From an optimization exercise on the open Yosys and OpenROAD flow, aimed at small area; shortcuts taken in it are not production practice. Only the layout flow was run in this run; the RTL was not checked for function there. Power is estimated from default activity; no workload was simulated.

<file path="flow/config.mk">
export PLATFORM = sky130hd
export DESIGN_NAME = NEO
export DESIGN_NICKNAME = NEO
export VERILOG_FILES = /design/flow/design.v
export SDC_FILE = /design/flow/constraint.sdc
export NUM_CORES = 4
export LEC_CHECK = 0
export CAP_MARGIN = 20
export CORE_MARGIN = 2
export CORE_UTILIZATION = 40
export SLEW_MARGIN = 20
</file>
<file path="flow/constraint.sdc">
create_clock -name core_clock -period 9.0 [get_ports {clk}]
set_input_delay 1.8000 -clock core_clock [delete_from_list [all_inputs] [get_ports {clk}]]
set_output_delay 1.8000 -clock core_clock [all_outputs]
set_load 0.01 [all_outputs]
</file>
<file path="flow/design.v">
	module NEO (Enable, Load, clk, rst, Full, Data_out, Data_in, write_en);
		input Enable, Load, clk, Full, rst;
		output write_en;
		parameter Data_width = 16;		 
		wire start;
		input  signed [Data_width-1:0] Data_in;			 
		output signed [Data_width*2-1:0] Data_out;		 
		Controller M1 (Enable, Load, rst, clk, Full, start, write_en);
		Datapath	#(.Data_width(Data_width)) M0 (Data_out, Data_in, clk, rst, start);
	endmodule
	module Controller (Enable, Load, rst, clk, Full, start, write_en);
		input	Full, Enable, Load, clk, rst;
		output reg start, write_en;
		parameter Idle = 1'b0;	 
		parameter DSP	= 1'b1;	 
		reg state, next_state;
		always @ (posedge clk or posedge rst)
			if (rst)
				state <= Idle;
			else
				state <= next_state;
		always @ *
			begin
			start = 0;
			write_en =0;
			next_state = state;	 
				case (state)
				Idle: if (Enable)
						next_state = DSP;	 
						else
						next_state = Idle;	 
				DSP:	if (~Full) begin		 
						start = 1;				 
						if (Load)
						write_en = 1; end		 
						else if (Full)
						next_state = Idle;	 
				endcase
			end	
	endmodule
	module Datapath (Data_out, Data_in, clk, rst, start);
		parameter Data_width = 8;						 
		input signed [Data_width-1:0] Data_in;				 
		input clk, rst, start;							 
		output reg signed [Data_width*2-1:0] Data_out;	 
		reg signed [Data_width-1:0] 	Current, Prev, Ahead;	 
		always @ (posedge clk)
			begin
				if (rst) begin
					Data_out <= 0;		 
					Current <= 0;		 
					Prev <= 0;			 
					Ahead <= 0; end	 
			 else if (start) begin
					Prev <= Current;	 
					Current <= Ahead;	 
					Ahead <= Data_in;	 
					Data_out <= (Current * Current) - (Prev * Ahead); end	 
			end
	endmodule
</file>
<file path="flow/run.sh">
#!/bin/bash
# synth_recipe.tcl (not shown) runs the flow's synth.tcl, then flattens the netlist and writes it again
# the make line also repeats each setting of config.mk as NAME=value (left out here)
make -C /OpenROAD-flow-scripts/flow DESIGN_CONFIG=/design/flow/config.mk WORK_HOME=/design/flow/orfs CLKGATE_MAP_FILE= SYNTH_SCRIPT=/design/flow/synth_recipe.tcl finish
</file>
==> results.py <==
metrics = {
    "logic_synthesis": {
        "synthArstFlopShare_pct": 1.23,
        "ys_ff_latch": 81,
        "synth.top_cell.area_share_pct": 49.6,
        "synth-edff-count": 0,
        "ys.flop_type": "dfxtp_1",
        "ys_types": 58,
        "yosysWarnings": 2,
        "synth_nets": 3144,
        "seq_area_frac_synth_pct": 7.37,
        "synth_area_sq_um": 22100,
        "synth_area_leaders": "fa_1 (50%), inv_1 (12%), ha_1 (9.5%)",
        "synth.most_common_cell": "inv_1",
        "synth_cells": 2409,
        "synth_area_per_cell_sq_um": 9.16,
        "yosysTopAreaCell": "fa_1",
        "yosys-top-cells-count": "inv_1 (691), fa_1 (547), nand2_1 (336), ha_1 (167), and2_1 (166)",
    },
    "timing": {
        "relSlewSlack_pct": 30.7,
        "hold_viol": 0,
        "fin_ws_ns": 1.04,
        "post-route-period-util_pct": 88.5,
        "max_clock_freq_mhz": 126,
        "setup_viol": 0,
        "worstMarginPinSlew_ns": 1.04,
        "setup_tns_ns": 0,
        "slew_violations": 0,
        "rsz0062_at_grt": "no",
        "fin_worst_skew_ns": 0.0147,
        "fin_crit_ns": 7.96,
    },
    "clock_tree": {
        "htreeDepth": 3,
        "cts_sinks": 81,
        "postCtsSetupRepairBufs": 0,
        "hold_buffers": 0,
        "cts_buffer_depth": 2,
        "clock_latency_ns": 0.39,
        "cts-root-buf": "clkbuf_16",
        "cts_resized": 0,
        "cts_tree": "built",
        "clkTransAtPathRegs_ns": 0.08,
        "cts_inserted_buffers": 9,
    },
    "pwr": {
        "p_sw_w": 0.000875,
        "power.internal_w": 0.00108,
        "pwr-share-seq_pct": 22.7,
        "switching_share_pct": 44.9,
        "power.density_nw_per_um2": 82.7,
        "peakVddDrop_uv": 90.0,
        "clkPwrFrac_pct": 21.1,
        "p_leak_nw": 11.4,
        "power_frac_comb_pct": 56.2,
    },
    "critical_path": {
        "max_stage_delay_ns": 0.68,
        "start_kind": "flop",
        "worst_path_most_repeated_cell": "fa_1",
        "cp_max_fo": 17,
        "critPathKind": "flop to flop",
        "cpMaxStageDelayCell": "dfxtp_1",
        "cp-end-kind": "flop",
        "required_ns": 9.23,
        "arrival_ns": 8.19,
        "cp_cell_sequence": "nand2_1, inv_1, fa_1, inv_1, fa_1, inv_1, fa_1, inv_1, fa_1, fa_1, fa_1, fa_1, inv_1, fa_1, inv_1, ha_1, a21o_1, a21o_1, a2111oi_0, a21bo_2, a41oi_1, xor2_1, o31ai_1",
        "rrSetupSlack_ns": 1.04,
    },
    "die": {
        "initial_core_util_pct": 40.3,
        "coreArea_sq_um": 54800,
        "top_level_ports": 54,
        "dieWidth_um": 239,
        "die_h_um": 239,
        "row_count": 86,
        "die_area_sq_um": 57000,
    },
    "route": {
        "drtPass1Iterations": 5,
        "routed-via-count": 15344,
        "drc": 0,
        "wl_um": 54600,
        "via_per_inst": 4.94,
        "drt.antenna.violating_nets": 0,
        "drt_iter0_markers": 787,
        "wl_per_cell_um": 17.6,
    },
    "global_route": {
        "grt_overflow": 0,
        "grt_pass1_wl_um": 90100,
        "track_usage_pct": 20.5,
        "grt_max_degree": 93,
        "grt_pass1_vias": 17088,
        "antenna_found_initial": 0,
    },
    "place": {
        "dp_slack_ns": 1.02,
        "gp_congestion": 0.920,
        "hpwl_um": 44600,
        "portBuffers": 53,
    },
    "layout": {
        "n_antenna_cell": 0,
        "drive_gt1_share_pct": 2.25,
        "area_growth_pct": 6.94,
        "final_nets": 3132,
    },
    "outcome": {
        "status": "timing/DRC/antenna clean",
    },
    "min_path": {
        "worstHoldPathType": "flop to flop",
    },
    "job": {
        "max_cap_violations": 0,
    },
}
## stage by stage
step           cell area [sq um]  total power, W  utilization, %  std cells  hold WS, ns
3_5_place_dp               23300         0.00153            42.5       3089        0.447
6_report                   23600         0.00195            43.1       3106        0.452
4_1_cts                    23600         0.00195            43.0       3105        0.456
5_1_grt                    23600         0.00210            43.1       3106        0.479
3_3_place_gp               23300         0.00151            42.5       3089        0.439
2_1_floorplan              22100         0.00120               -       2409        0.440
## power groups by stage
stage	logic (W)	registers (W)	clock network, W
global route	0.00121	0.000448	0.000435
global placement	0.00106	0.000449	0
detailed placement	0.00108	0.000451	0
floorplan	0.000763	0.000440	0
CTS	0.00109	0.000443	0.000423
finish	0.00110	0.000443	0.000412
## cell families after synthesis
logic type	share of synthesized area [%]
fa+ha+maj	59.1
buf+inv	13.4
xor+xnor	2.00
mux	0.0908
flops	7.37
compound gates	4.71
simple gates	13.3
## critical path: cells and delay by family, from the launching register on
family                   cells  cell delay [ns]
adder cells (fa/ha/maj)      9             4.18
AO/OA/AOI/OAI                6             1.42
buffers and inverters        6             1.01
flip-flops                   1             0.68
AND/OR/NAND/NOR              1             0.32
XOR/XNOR                     1             0.17
## layout make-up
class | instances | area (sq um)
repair buffers | 74 | 703
inverters | 691 | 2590
clock inverters | 6 | 67.6
flip-flops and latches | 81 | 1630
fillers | 5370 | 31200
well taps | 704 | 881
multi-input cells | 1540 | 17500
clock buffers | 10 | 229
## worst paths after layout
check,from,to,depth (start not counted)
setup reg to reg,M0.Prev[15]$_SDFFE_PP0P_,M0.Data_out[21]$_SDFFE_PP0P_,23
hold reg to reg,M0.Data_out[5]$_SDFFE_PP0P_,M0.Data_out[5]$_SDFFE_PP0P_,2
max in group asynchronous,rst,M1.state$_DFF_PP0_,2
hold / removal,M0.Data_out[5]$_SDFFE_PP0P_,M0.Data_out[5]$_SDFFE_PP0P_,2
min in group asynchronous,rst,M1.state$_DFF_PP0_,2
setup / recovery,M0.Prev[15]$_SDFFE_PP0P_,M0.Data_out[21]$_SDFFE_PP0P_,23
## routing by layer
metal | global-route usage (%) | wire length [um] | vias up
li1 | - | - | 6904
met1 | 24.8 | 21300 | 8011
met2 | 37.2 | 28900 | 343
met3 | 2.04 | 2060 | 86
met4 | 8.67 | 2260 | 0
met5 | 0 | 0 | -
## sequential cells by signal (all words and copies together), names as in the netlist
name / cells
M0.Prev: 16
M0.Data_out: 32
M0.Ahead: 16
M1.state: 1
M0.Current: 16
## placed cells by master, fill, tap and decap left out, types with 3 or more instances in the layout
cell type          n
and3_1             8
nand2b_1          11
a211oi_1           6
a31oi_1            5
nand3_1           21
and2_1           166
clkdlybuf4s50_1   52
xnor2_1           28
nand4_1            4
buf_4             20
xor2_1            12
xnor3_1            4
inv_1            691
nor3_1            10
a21o_1            14
clkbuf_16          9
fa_1             547
nor2_1            30
ha_1             167
a21oi_1           83
nand2_1          336
or2_2              4
or4_1              3
o21bai_1           3
dfxtp_1           80
o21ai_0           10
nor2b_1           17
o31ai_1            5

## separate check: timing with driven ports
In the flow no input, the clock included, has a driving cell. The finished layout below was timed again as built, in two steps.
Step 1, drivers: a clkbuf_16 drives clk and a buf_2 each remaining input, both assumed.
Step 2, shift: input delay + t, output delay - t, t = (earliest + latest rising clock arrival at the registers) / 2. This alone moves slack from input paths to output paths.
Slacks: ideal ports / drivers / drivers and shift; pairs: ideal ports / drivers.
shift t [ns]: 0.431
setup slack, ns: 1.035 / 1.035 / 1.035
worst setup path after step 2: register to register
After both steps this run still meets setup and hold. For this run, drivers alone change the setup slack by 0.000 ns; drivers and shift together by 0.000 ns.
